This is an optimization exercise on Yosys and OpenROAD, whose aim is small area and a short achievable clock period, not a production implementation. Function was checked by simulation only, so behaviour that the tests miss may differ from the original. Power and IR drop assume default switching activity.

red:
==> flow/design.v (excerpt) <==
module arm_core #(parameter N = 64)
	(input  logic CLOCK_50, reset,
	 output logic [N-1:0] IM_addr,
	 input  logic [31:0] IM_readData,
	 output logic [N-1:0] DM_writeData, DM_addr,
	 output logic DM_writeEnable, DM_readEnable,
	 input  logic [N-1:0] DM_readData);
	function automatic logic [63:0] ks_add64(input logic [63:0] a, b, input logic ci);
		logic [63:0] p, g, pp, gg, c;
		p = a ^ b;
		g = a & b;
		pp = p; gg = g;
		for (int d = 1; d < 64; d = d * 2) begin
			for (int i = 63; i >= d; i--) begin
				gg[i] = gg[i] | (pp[i] & gg[i-d]);
				pp[i] = pp[i] & pp[i-d];
			end
		end
		c = {gg[62:0] | (pp[62:0] & {63{ci}}), ci};
		ks_add64 = p ^ c;
	endfunction
	function automatic logic [19:0] ks_add19(input logic [18:0] a, b);
		logic [18:0] p, g, pp, gg;
		p = a ^ b;
		g = a & b;
		pp = p; gg = g;
		for (int d = 1; d < 19; d = d * 2) begin
			for (int i = 18; i >= d; i--) begin
				gg[i] = gg[i] | (pp[i] & gg[i-d]);
				pp[i] = pp[i] & pp[i-d];
			end
  ...
Size in the first run: roughly 7,300 cells after synthesis, roughly 2,500 flip-flops, about 290 I/O pins.
export LEC_CHECK = 0
export CAP_MARGIN = 20
export CORE_MARGIN = 2
export CORE_UTILIZATION = 40
export CTS_CLUSTER_DIAMETER = 80
export CTS_CLUSTER_SIZE = 24
export PLACE_DENSITY = 0.55
export SLEW_MARGIN = 20
export TNS_END_PERCENT = 20
create_clock -name core_clock -period 10.0 [get_ports {CLOCK_50}]
standard.sh (not shown) runs the stock make flow with config.mk's settings and CLKGATE_MAP_FILE= SYNTH_SCRIPT=/design/flow/synth_recipe.tcl, a recipe that flattens the netlist after the stock synthesis.
==> flow/flow/run.sh <==
#!/bin/bash
# Own layout flow: the standard ORFS flow (standard.sh, standard synthesis
# unchanged), with plain buffers (not delay cells) on the ports and a tighter
# setup repair target. Each tool's output goes to a log file in this folder.
set -euo pipefail
export BUFFER_PORTS_ARGS="-buffer_cell sky130_fd_sc_hd__buf_2"
bash standard.sh SETUP_SLACK_MARGIN=6.5 finish > run_make.log 2>&1
#### Input delta (blue over red)
Settings: CTS_CLUSTER_DIAMETER removed (was 80); SETUP_SLACK_MARGIN newly set to 5; CTS_CLUSTER_SIZE removed (was 24).
==> flow/run.sh (new file) <==
#!/bin/bash
# synth_recipe.tcl (not shown) runs the flow's synth.tcl, then flattens the netlist and writes it again
# the make line also repeats each setting of config.mk as NAME=value (left out here)
make -C /OpenROAD-flow-scripts/flow DESIGN_CONFIG=/design/flow/config.mk WORK_HOME=/design/flow/orfs CLKGATE_MAP_FILE= SYNTH_SCRIPT=/design/flow/synth_recipe.tcl finish
removed: flow/flow/run.sh
removed: flow/standard.sh
==> comparison <==
A master of the slowest instance on the critical path of sky130_fd_sc_hd__a2111oi_1 is what blue shows, while sky130_fd_sc_hd__dfrtp_2 belongs to red.
Against red, blue comes in 1.6 points lower on fraction of standard cell area in multi-input logic.
Relative to red, the total power draw measured on blue has increased by more than 10%.
Min total routed wirelength across red and blue: blue
On maximum clock frequency, red beats blue.
blue vs red on final-layout clock-cell area share: blue is the higher one.
red has a higher depth of the critical timing path with buffers and inverters included than blue.
red and blue ended up with roughly the same instance count after placement with tap cells included.
Going from red to blue, the combinational cell fraction of total power was found to have gone down by 0.5 points.
| power per unit of standard cell area | higher: blue |

========
Setup of run A:
Another version of the RTL of arm_core (not shown whole).
Size in the first run: roughly 2600 flip-flops, ~290 I/O pins.
export LEC_CHECK = 0
export CAP_MARGIN = 20
export CORE_MARGIN = 2
export CORE_UTILIZATION = 40
export CTS_CLUSTER_DIAMETER = 80
export CTS_CLUSTER_SIZE = 24
export PLACE_DENSITY = 0.55
export SLEW_MARGIN = 20
export TNS_END_PERCENT = 100
create_clock -name core_clock -period 10.0 [get_ports {CLOCK_50}]
==> flow/flow/run.sh <==
#!/bin/bash
# Own layout flow: the standard ORFS flow (standard.sh, standard synthesis
# unchanged), with plain buffers (not delay cells) on the ports and a tighter
# setup repair target. Each tool's output goes to a log file in this folder.
set -euo pipefail
export BUFFER_PORTS_ARGS="-buffer_cell sky130_fd_sc_hd__buf_2"
bash standard.sh SETUP_SLACK_MARGIN=7 finish > run_make.log 2>&1
Setup changes, run A to run B
- changing PLACE_DENSITY from 0.55 to 0.6
- changing CORE_UTILIZATION from 40 to 50
-- flow/flow/run.sh --
<<< run A, line 7
bash standard.sh SETUP_SLACK_MARGIN=7 finish > run_make.log 2>&1
>>> run B, line 7
bash standard.sh SETUP_SLACK_MARGIN=6.5 finish > run_make.log 2>&1
Results
Comparing run A with run B, the share of the final layout cell area in multi-input gates came out essentially unchanged. Summary of run B over run A: sequential share of cell area increased 2.3 points, proportion of power drawn by combinational gates decreased 0.4 points, overall power increased about 0.3%, design area decreased 0.0046 sq mm.
The following lists how run C was set up differently from run B:
- CORE_UTILIZATION changed from 50 to 40
- PLACE_DENSITY changed from 0.6 to 0.55
- [run C] core utilization fell 11 points relative to run B
- Run B → run C: slew at the pin with the worst max-slew slack -0.029 ns; total via count in the routed design now sits lower; switching share of power roughly the same; global-route wire length before repair picked up an extra 3.1%; number of buffers inserted during clock tree synthesis now smaller.
- From run B to run C the numbers moved as follows: number of clock buffers in the layout now smaller; number of nets in the layout comparable; clock period minus worst slack now larger.
- The final number of setup-violating endpoints was comparable across run C and run B.

==> static timing again, ports no longer ideal <==
Ports are ideal in the flow. The routed layouts listed here were re-timed in OpenROAD.
Step 1 sets driving cells, clkbuf_16 on the clock port and buf_2 on the other inputs (assumed; they add their load-dependent delay and slew).
Step 2, shift: input delay + t, output delay - t, t = (earliest + latest rising clock arrival at the registers) / 2. This alone moves slack from input paths to output paths.
Slacks: ideal ports / drivers / drivers and shift; pairs: ideal ports / drivers.
| run | t (ns) | slack for setup (ns) | worst hold slack (ns) | worst setup path at the end | worst slew at a driven data input, ns |
|---|---|---|---|---|---|
| red | 0.955 | 5.799 / 5.799 / 5.244 | 0.330 / 0.330 / 0.330 | input to register | 0.15 |
| blue | 1.050 | 5.186 / 5.186 / 4.174 | 0.309 / 0.309 / 0.309 | input to register | 0.14 |
| run A | 0.966 | 6.474 / 6.370 / 6.119 | 0.335 / 0.335 / 0.335 | input to register | 0.10 |
| run B | 0.945 | 6.281 / 6.281 / 5.761 | 0.336 / 0.336 / 0.336 | input to register | 0.06 |
| run C | 0.951 | 6.256 / 6.256 / 5.904 | 0.340 / 0.340 / 0.340 | input to register | 0.15 |
After both steps every run listed still meets setup and hold. For blue, which loses most, drivers alone change the setup slack by 0.000 ns; drivers and shift together by -1.012 ns.
